This design comes from an exercise in tuning for small area on the open sky130 flow, not from production work.
Function was checked by simulation only, so behaviour that the tests miss may differ from the original.
Power figures rest on the tool's default switching activity, not on a simulated workload.

==> flow/design.v <==
module memory #(
    parameter CHANNEL = 0    
) (
    input logic clk,
    input logic rst,
    input logic [63:0] seed,
    input logic [5:0] read_address,
    input logic [63:0] next_state,
    output logic [63:0] curr_state,
    output logic [7:0] read_data,
    input logic write_board_state,
    input logic writing_board_done
);
    logic [7:0] memh_read [7:0];
    logic [63:0] t_curr_state;
    logic [7:0] mem [0:63];
    logic [5:0] write_board_counter;
    logic write_board_state_prev;
    generate
        if (CHANNEL == 0) begin : g_red
            initial $readmemh("red.hex", memh_read);
        end else if (CHANNEL == 1) begin : g_green
            initial $readmemh("green.hex", memh_read);
        end else begin : g_blue
            initial $readmemh("blue.hex", memh_read);
        end
    endgenerate
    always_ff @(posedge clk) begin
        if (rst) begin
            write_board_state_prev <= 1'b0;
            t_curr_state <= seed;
            write_board_counter <= 0;
        end
        else begin
            write_board_state_prev <= write_board_state;
            if (t_curr_state == 64'b0 && write_board_counter == 0) begin
                for (int i = 7; i >= 0; i--) begin
                    for (int j = 7; j >= 0; j--) begin
                        t_curr_state[i * 8 + j] <= memh_read[i][j];
                    end
                end
            end
            if (write_board_state_prev && !write_board_state) begin
                if (write_board_counter == 63) begin
                    t_curr_state <= next_state;
                    write_board_counter <= 0;
                end else begin
                    write_board_counter <= write_board_counter + 1;
                end
            end
        end
    end
    always_ff @(posedge clk) begin
        for (int i = 0; i < 64; i++) begin
            if (t_curr_state[i] == 1'b1) begin
                mem[i] <= 8'b11110000;
            end else begin
                mem[i] <= 8'b00000000;
            end
        end
        read_data <= mem[read_address];
    end
    assign curr_state = t_curr_state;
endmodule
module led_matrix (
    input logic clk, 
    input logic rst,
    input logic serial_in, 
    input logic transmit, 
    output logic ws2812b_out, 
    output logic shift
);
    localparam IDLE = 1'b0;
    localparam TRANSMITTING = 1'b1;
    localparam T0_CYCLE_COUNT = 4'd5;
    localparam T1_CYCLE_COUNT = 4'd10;
    localparam MAX_CYCLE_COUNT = 4'd15;
    logic state;
    logic [3:0] cycle_count;
    logic bit_being_sent;
    always_ff @(posedge clk) begin
        if (rst) begin
            state <= IDLE;
            cycle_count <= 4'd0;
            bit_being_sent <= 1'b0;
        end
        else begin
            case (state)
                IDLE:
                    if (transmit == 1'b1) begin
                        state <= TRANSMITTING;
                        cycle_count <= 4'd0;
                        bit_being_sent <= serial_in;
                    end
                TRANSMITTING:
                    if (transmit == 1'b0) begin
                        state <= IDLE;
                    end
                    else if (cycle_count == MAX_CYCLE_COUNT - 1) begin
                        cycle_count <= 4'd0;
                        bit_being_sent <= serial_in;
                    end
                    else begin
                        cycle_count <= cycle_count + 1;
                    end
            endcase
        end
    end
    always_comb begin
        if (state == TRANSMITTING)
            if (bit_being_sent == 1'b0)
                ws2812b_out = (cycle_count < T0_CYCLE_COUNT);
            else
                ws2812b_out = (cycle_count < T1_CYCLE_COUNT);
        else
            ws2812b_out = 1'b0;
    end
    assign shift = (state == TRANSMITTING) && (cycle_count == 4'd0);
endmodule
module controller (
    input logic clk, 
    input logic rst,
    output logic load_sreg, 
    output logic transmit_pixel, 
    output logic [5:0] pixel
);
    localparam TRANSMIT_FRAME       = 1'b0;
    localparam IDLE                 = 1'b1;
    localparam [2:0] READ_CH_VALS   = 3'b001;
    localparam [2:0] LOAD_SREG      = 3'b010;
    localparam [2:0] TRANSMIT_PIXEL = 3'b100;
    localparam [8:0] TRANSMIT_CYCLES    = 9'd360;        
    localparam [19:0] IDLE_CYCLES       = 20'd351832;    
    logic state;
    logic next_state;
    logic [2:0] transmit_phase;
    logic [2:0] next_transmit_phase;
    logic [5:0] pixel_counter;
    logic [8:0] transmit_counter;
    logic [19:0] idle_counter;
    logic transmit_pixel_done;
    logic idle_done;
    assign transmit_pixel_done = (transmit_counter == TRANSMIT_CYCLES - 1);
    assign idle_done = (idle_counter == IDLE_CYCLES - 1);
    always_ff @(posedge clk) begin
        if (rst) begin
            state <= IDLE;
            transmit_phase <= READ_CH_VALS;
        end
        else begin
            state <= next_state;
            transmit_phase <= next_transmit_phase;
        end
    end
    always_comb begin
        next_state = state;
        case (state)
            TRANSMIT_FRAME:
                if ((pixel_counter == 6'd0) && (transmit_pixel_done))
                    next_state = IDLE;
                else
                    next_state = TRANSMIT_FRAME;
            IDLE:
                if (idle_done)
                    next_state = TRANSMIT_FRAME;
                else
                    next_state = IDLE;
        endcase
    end
    always_comb begin
        next_transmit_phase = READ_CH_VALS;
        if (state == TRANSMIT_FRAME) begin
            case (transmit_phase)
                READ_CH_VALS:
                    next_transmit_phase = LOAD_SREG;
                LOAD_SREG:
                    next_transmit_phase = TRANSMIT_PIXEL;
                TRANSMIT_PIXEL:
                    next_transmit_phase = transmit_pixel_done ? READ_CH_VALS : TRANSMIT_PIXEL;
                default:
                    next_transmit_phase = READ_CH_VALS;
            endcase
        end
    end
    always_ff @(posedge clk) begin
        if (rst) begin
            pixel_counter <= 6'd63;
        end
        else if ((state == TRANSMIT_FRAME) && transmit_pixel_done) begin
            pixel_counter <= pixel_counter - 1;
        end
    end
    always_ff @(posedge clk) begin
        if (rst) begin
            transmit_counter <= 9'd0;
        end
        else if (transmit_phase == TRANSMIT_PIXEL) begin
            transmit_counter <= transmit_counter + 1;
        end
        else begin
            transmit_counter <= 9'd0;
        end
    end
    always_ff @(posedge clk) begin
        if (rst) begin
            idle_counter <= IDLE_CYCLES - 3;
        end
        else if (state == IDLE) begin
            idle_counter <= idle_counter + 1;
        end
        else begin
            idle_counter <= 20'd0;
        end
    end
    assign pixel = pixel_counter;
    assign load_sreg = (transmit_phase == LOAD_SREG);
    assign transmit_pixel = (transmit_phase == TRANSMIT_PIXEL);
endmodule
module game (
    input logic clk,
    input logic rst,
    input logic [63:0] board,
    input logic write_board_state,
    output logic [63:0] next_state,
    output logic writing_board_done
);
logic [63:0] t_next_state;
logic [2:0] above_row, below_row, left_col, right_col;
logic [2:0] row, col;
logic pos;
logic upper_left, upper_mid, upper_right,
      left, right, lower_left, lower_mid,
      lower_right;
logic [5:0] counter;
logic busy;
logic [3:0] neighbors;
assign row = counter[5:3];
assign col = counter[2:0];
always_comb begin
    above_row = (row == 0) ? 7 : row - 1;
    below_row = (row == 7) ? 0 : row + 1;
    left_col  = (col == 0) ? 7 : col - 1;
    right_col = (col == 7) ? 0 : col + 1;
    pos = board[counter];
    upper_left = board[above_row * 8 + left_col];
    upper_mid = board[above_row * 8 + col];
    upper_right = board[above_row * 8 + right_col];
    left = board[row * 8 + left_col];
    right = board[row * 8 + right_col];
    lower_left = board[below_row * 8 + left_col];
    lower_mid = board[below_row * 8 + col];
    lower_right = board[below_row * 8 + right_col];
    neighbors = upper_left + upper_mid + upper_right + left +
                right + lower_left + lower_mid + lower_right;
end
    always_ff @(posedge clk) begin
        if (rst) begin
            counter <= 6'd0;
            busy <= 1'b0;
            writing_board_done <= 1'b0;
            t_next_state <= 64'd0;
        end else if (busy) begin
            if ((((neighbors == 2 || neighbors == 3) && pos == 1'b1)) 
            ||  (((neighbors == 3) && pos == 1'b0))) begin
                    t_next_state[counter] <= 1'b1;
            end else if (neighbors < 4'd2 || neighbors >= 4'd4) begin
                    t_next_state[counter] <= 1'b0;
            end
            counter <= counter - 1;
            writing_board_done <= 1'b0;
            if (counter == 0)
                busy <= 1'b0;
        end else if (write_board_state) begin
            counter <= 63;
            busy <= 1'b1;
            writing_board_done <= 1'b1;
        end
    end
    assign next_state = t_next_state;
endmodule
module top(
    input logic         clk,
    input logic         rst,
    input logic [63:0]  seed_r,
    input logic [63:0]  seed_g,
    input logic [63:0]  seed_b,
    output logic        _48b, 
    output logic        _45a
);
    logic [7:0] red_data;
    logic [63:0] red_board;
    logic [63:0] next_red_board;
    logic [7:0] green_data;
    logic [63:0] green_board;
    logic [63:0] next_green_board;
    logic [7:0] blue_data;
    logic [63:0] blue_board;
    logic [63:0] next_blue_board;
    logic red_writing_board_done;
    logic green_writing_board_done;
    logic blue_writing_board_done;
    logic [5:0] pixel;
    logic [5:0] address;
    logic [23:0] shift_reg;
    logic load_sreg;
    logic transmit_pixel;
    logic shift;
    logic ws2812b_out;
    assign address = pixel;
    memory #(
        .CHANNEL        (0)
    ) red_memory (
        .clk            (clk), 
        .rst            (rst),
        .seed           (seed_r),
        .read_address   (address),
        .next_state     (next_red_board),
        .curr_state     (red_board),
        .read_data      (red_data),
        .write_board_state (transmit_pixel),
        .writing_board_done (red_writing_board_done)
    );
    memory #(
        .CHANNEL        (1)
    ) green_memory (
        .clk            (clk), 
        .rst            (rst),
        .seed           (seed_g),
        .read_address   (address),
        .next_state     (next_green_board),
        .curr_state     (green_board),
        .read_data      (green_data),
        .write_board_state (transmit_pixel),
        .writing_board_done (green_writing_board_done)
    );
    memory #(
        .CHANNEL        (2)
    ) blue_memory (
        .clk            (clk), 
        .rst            (rst),
        .seed           (seed_b),
        .read_address   (address),
        .next_state     (next_blue_board),
        .curr_state     (blue_board), 
        .read_data      (blue_data),
        .write_board_state (transmit_pixel),
        .writing_board_done (blue_writing_board_done)
    );
    led_matrix led_matrix_push (
        .clk            (clk), 
        .rst            (rst),
        .serial_in      (shift_reg[23]), 
        .transmit       (transmit_pixel), 
        .ws2812b_out    (ws2812b_out), 
        .shift          (shift)
    );
    controller main_controller (
        .clk            (clk), 
        .rst            (rst),
        .load_sreg      (load_sreg), 
        .transmit_pixel (transmit_pixel), 
        .pixel          (pixel)
    );
    game red_game (
        .clk (clk),
        .rst (rst),
        .board (red_board),
        .next_state (next_red_board),
        .write_board_state (transmit_pixel),
        .writing_board_done (red_writing_board_done)
    );
    game green_game (
        .clk (clk),
        .rst (rst),
        .board (green_board),
        .next_state (next_green_board),
        .write_board_state (transmit_pixel),
        .writing_board_done (green_writing_board_done)
    );
    game blue_game (
        .clk (clk),
        .rst (rst),
        .board (blue_board),
        .next_state (next_blue_board),
        .write_board_state (transmit_pixel),
        .writing_board_done (blue_writing_board_done)
    );
    always_ff @(posedge clk) begin
        if (rst) begin
            shift_reg <= 24'd0;
        end
        else if (load_sreg) begin
            shift_reg <= { green_data, red_data, blue_data };
        end
        else if (shift) begin
            shift_reg <= { shift_reg[22:0], 1'b0 };
        end
    end
    assign _48b = ws2812b_out;
    assign _45a = ~ws2812b_out;
endmodule
==> flow/blue.hex <==
08
08
08
00
00
00
00
00
==> flow/green.hex <==
00
00
00
00
00
70
00
00
==> flow/red.hex <==
00
00
70
00
00
00
00
00
==> flow/run.sh <==
#!/bin/bash
# synth_recipe.tcl (not shown) runs the flow's synth.tcl, then flattens the netlist and writes it again
# the make line also repeats each setting of config.mk as NAME=value (left out here)
make -C /OpenROAD-flow-scripts/flow DESIGN_CONFIG=/design/flow/config.mk WORK_HOME=/design/flow/orfs CLKGATE_MAP_FILE= SYNTH_SCRIPT=/design/flow/synth_recipe.tcl finish
==> flow/config.mk <==
export PLATFORM = sky130hd
export DESIGN_NAME = top
export DESIGN_NICKNAME = top
export VERILOG_FILES = /design/flow/design.v
export SDC_FILE = /design/flow/constraint.sdc
export NUM_CORES = 4
export LEC_CHECK = 0
export CAP_MARGIN = 20
export CORE_MARGIN = 2
export CORE_UTILIZATION = 40
export SLEW_MARGIN = 20
==> flow/constraint.sdc <==
create_clock -name core_clock -period 83.333 [get_ports {clk}]
set_input_delay 16.6666 -clock core_clock [delete_from_list [all_inputs] [get_ports {clk}]]
set_output_delay 16.6666 -clock core_clock [all_outputs]
set_load 0.01 [all_outputs]
==> summary.txt <==
-- power by group --
part	internal, uW	total (uW)	switching, uW	leakage, uW
sequential	347	377	29.1	0.00564
combinational	44.4	104	59.7	0.00802
clock	228	371	143	0.00136
total	619	851	232	0.0150
-- metal layers --
layer,GRT usage (%),routed length (um),up-vias
met4,7.99,3610,0
met3,3.95,8070,219
met5,0,0,-
met2,39.1,52600,1169
met1,34.6,49700,14300
li1,-,-,13800
-- layout make-up --
type / instances / area share (%)
flip-flops and latches: 683 / 34.0
inverters: 74 / 0.692
well taps: 1155 / 3.60
diodes: 1 / 0.00623
clock inverters: 37 / 1.40
multi-input cells: 2663 / 48.9
repair buffers: 245 / 5.84
clock buffers: 101 / 5.50
-- cell usage in the layout (no fill, tap or decap), types with 17 or more instances in the layout --
| cell type | Yosys | layout |
|---|---|---|
| sky130_fd_sc_hd__a211oi_1 | 120 | 120 |
| sky130_fd_sc_hd__a21o_1 | 17 | 17 |
| sky130_fd_sc_hd__a21oi_1 | 130 | 127 |
| sky130_fd_sc_hd__a221oi_1 | 19 | 19 |
| sky130_fd_sc_hd__a22oi_1 | 166 | 166 |
| sky130_fd_sc_hd__a31oi_1 | 61 | 61 |
| sky130_fd_sc_hd__and2_1 | 20 | 20 |
| sky130_fd_sc_hd__and3_1 | 30 | 30 |
| sky130_fd_sc_hd__buf_4 | 7 | 49 |
| sky130_fd_sc_hd__clkbuf_16 | 0 | 79 |
| sky130_fd_sc_hd__clkdlybuf4s50_1 | 0 | 194 |
| sky130_fd_sc_hd__dfxtp_1 | 683 | 682 |
| sky130_fd_sc_hd__ha_1 | 55 | 55 |
| sky130_fd_sc_hd__inv_1 | 70 | 70 |
| sky130_fd_sc_hd__mux2_2 | 38 | 38 |
| sky130_fd_sc_hd__mux2i_1 | 311 | 311 |
| sky130_fd_sc_hd__mux4_2 | 121 | 121 |
| sky130_fd_sc_hd__nand2_1 | 399 | 397 |
| sky130_fd_sc_hd__nand2b_1 | 182 | 181 |
| sky130_fd_sc_hd__nand3_1 | 69 | 68 |
| sky130_fd_sc_hd__nand4_1 | 37 | 37 |
| sky130_fd_sc_hd__nor2_1 | 149 | 147 |
| sky130_fd_sc_hd__nor2b_1 | 33 | 33 |
| sky130_fd_sc_hd__nor3_1 | 95 | 95 |
| sky130_fd_sc_hd__nor4_1 | 52 | 51 |
| sky130_fd_sc_hd__o211ai_1 | 34 | 34 |
| sky130_fd_sc_hd__o21ai_0 | 246 | 246 |
| sky130_fd_sc_hd__xnor2_1 | 30 | 30 |
| sky130_fd_sc_hd__xor2_1 | 29 | 29 |
-- through the flow --
step / hold slack (ns) / power [uW] / area (um2)
after floorplan: 0.367 / 443 / 34800
after global placement: 0.417 / 484 / 37400
after detailed placement: 0.412 / 486 / 37400
after CTS: 0.426 / 854 / 40100
after global routing: 0.446 / 879 / 40200
final: 0.431 / 851 / 40200
-- worst max-delay path, delay by kind of cell (launching register included) --
family          cells  cell delay (ns)
flops               1             0.36
simple gates        2             0.48
compound gates      2             0.19
buf+inv             2             0.58
-- worst min path at each step --
stage                                         start                        endpoint  depth (start not counted)
3_3_place_gp   blue_memory.t_curr_state[11]$_DFF_P_  blue_memory.mem[11][6]$_DFF_P_                          0
3_5_place_dp   blue_memory.t_curr_state[11]$_DFF_P_  blue_memory.mem[11][6]$_DFF_P_                          0
2_1_floorplan   red_memory.t_curr_state[14]$_DFF_P_   red_memory.mem[14][6]$_DFF_P_                          0
6_report       blue_memory.t_curr_state[11]$_DFF_P_  blue_memory.mem[11][6]$_DFF_P_                          0
4_1_cts        blue_memory.t_curr_state[11]$_DFF_P_  blue_memory.mem[11][6]$_DFF_P_                          0
5_1_grt        blue_memory.t_curr_state[11]$_DFF_P_  blue_memory.mem[11][6]$_DFF_P_                          0
-- cell families after synthesis --
logic type / share of synthesized area (%)
mux: 18.0
compound gates: 17.3
flops: 39.2
buf+inv: 4.69
simple gates: 16.6
fa+ha+maj: 2.66
xor+xnor: 1.48
==> summary.txt <==
Logic synthesis
  – Fraction of post-synthesis cell area in the top cell type by area: 39.2%
  – Number of enable flip-flop cells after synthesis: 0
  – Number of cells produced by synthesis: 3731
  – Number of warnings printed during yosys synthesis: 10
  – Total nets after synthesis: 3992
  – Post-synthesis sequential element count: 683
  – Most instantiated library cell after synthesis: sky130_fd_sc_hd__dfxtp_1
  – Commonest register cell after synthesis: sky130_fd_sc_hd__dfxtp_1
  – Synth Area per Inst: 9.34 um2
  – Most frequent cells after synthesis: sky130_fd_sc_hd__dfxtp_1, sky130_fd_sc_hd__nand2_1, sky130_fd_sc_hd__mux2i_1, sky130_fd_sc_hd__o21ai_0, sky130_fd_sc_hd__clkbuf_1
  – Proportion of register bits with asynchronous set or reset after synthesis: 0%
  – Unique masters post-synth: 83
  – Cell area after synthesis: 0.0348 mm2
  – Post-synth top area cell: sky130_fd_sc_hd__dfxtp_1
  – Ranking of synthesized cells by area: sky130_fd_sc_hd__dfxtp_1, sky130_fd_sc_hd__mux2i_1, sky130_fd_sc_hd__mux4_2
  – Register area share after synthesis: 39.2%

Clocking
  – Clock tree from TritonCTS: done
  – CTS root buffer: sky130_fd_sc_hd__clkbuf_16
  – Maximum level of the CTS H-tree: 3
  – Number of post-CTS setup repair buffers: 0
  – CTS buffer count: 77
  – Clock sink total: 683
  – Total of hold buffers inserted after clock tree synthesis: 0
  – Clock-pin slew of the registers on the worst-case setup and hold paths: 0.06 ns
  – Worst-skew pair later-pin latency: 0.65 ns
  – Max Root-Sink Buffers: 3
  – CTS resizes: 0

Timing
  – Max Clock Freq: 0.0529 GHz
  – Final worst-path cycle share: 22.7%
  – Actual slew at the worst max-slew pin: 1.09 ns
  – Final setup margin: 64.44 ns
  – Total negative slack: 0 ns
  – Max-slew violation count: 0
  – Number of hold-slack violations in the final timing report: 0
  – Clock period minus worst slack: 18.89 ns
  – Headroom to the max-slew limit: 27.6%
  – Final setup fails: 0
  – Maximum clock skew at final layout: 0.0336 ns
  – Setup repair after global routing missed its margin: no

Critical path
  – Capturing element type of the critical path: output pin
  – Worst r2r src: red_game.counter[1]$_SDFFE_PP0P_
  – Critical Path Max Stage Delay: 0.52 ns
  – Crit-path slowest cell: sky130_fd_sc_hd__clkdlybuf4s50_1
  – CP most frequent cell: sky130_fd_sc_hd__a21oi_1
  – Worst Path Required: 66.67 ns
  – Chain of cells forming the critical path: or2_2 > a21oi_1 > a21oi_1 > nand2b_1 > inv_1 > clkdlybuf4s50_1
  – Type of the worst setup path: flop to output pin
  – Crit path capture: _48b
  – Register-to-register setup slack: 74.54 ns
  – Worst-path maximum fanout: 6
  – Critical Path AT: 2.22 ns
  – Startpoint of the worst setup timing path: led_matrix_push.cycle_count[0]$_SDFFE_PP0P_
  – Startpoint Class: flop
  – R2r worst-path depth: 22

Min path
  – Worst hold path class: flop to flop

Route
  – Initial DRT Pass Iterations: 6
  – Drt drc: 0
  – Wire length after detailed routing: 114000 um
  – Vias per std cell: 5.93
  – Post-detailed-route count of antenna-violating nets: 0
  – DRT iter0 DRCs: 2943
  – Post-DR wirelength/cell: 23.0 um
  – Count of vias placed by the detailed router: 29400

Finish
  – Fill cell total of the finished layout: 8276
  – Proportion of layout cells with a drive suffix above 1: 10.2%
  – Register cell area after layout: 0.0137 mm2
  – Multi-input logic area: 0.0196 mm2
  – Core utilization of the finished layout: 46.4%
  – Area Overhead vs Synth: 15.3%
  – Number of nets at the end of the flow: 4005
  – Number of non-filler instances in the completed layout: 4959

Power and ir drop
  – Leakage dissipation: 0.0150 uW
  – Maximum VDD drop: 0.0178 mV
  – Pwr dens: 21.2 mW/mm2

Global route
  – Vias in the first global route: 27600
  – Number of antenna violations at the first check in global routing: 0
  – Total gr overflow: 0
  – Overall Global Routing Usage: 24.7%
  – Wire length of the first global-routing pass: 174000 um
  – Largest net degree at the start of global routing: 257

Die
  – Die Area: 0.0895 mm2
  – I/O pin count: 196
  – Placement Rows: 108
  – Effective utilization at floorplan: 40.3%
  – Standard cell core area: 0.0865 mm2
  – Chip height: 299 um
  – Die outline width: 299 um

Run status
  – Outcome: complete, no violations

Placed design
  – Final Wtd Congestion: 0.913
  – Count of input and output buffers: 195
  – Minimum setup slack after placement: 63.85 ns
  – Placed Cells incl. Taps: 4820
  – Post-detail-place hpwl: 78900 um

Flow run
  – Max-capacitance violation count: 0

## what the ideal ports hide
How much do the figures lean on ideal ports? The routed layout below was timed once more, with nothing changed but the port constraints.
Step 1, drivers: a clkbuf_16 drives clk and a buf_2 each remaining input, both assumed.
Step 2 times the ports against the registers' clock, not the clock port: input delays grow and output delays shrink by t, the midpoint of the rising clock arrivals with the driver on.
Slacks: ideal ports / drivers / drivers and shift; pairs: ideal ports / drivers.
shift t [ns]: 0.702
setup slack, ns: 64.444 / 64.376 / 63.813
hold slack, ns: 0.431 / 0.431 / 0.431
After both steps this run still meets setup and hold. For this run, drivers alone change the setup slack by -0.068 ns; drivers and shift together by -0.631 ns.
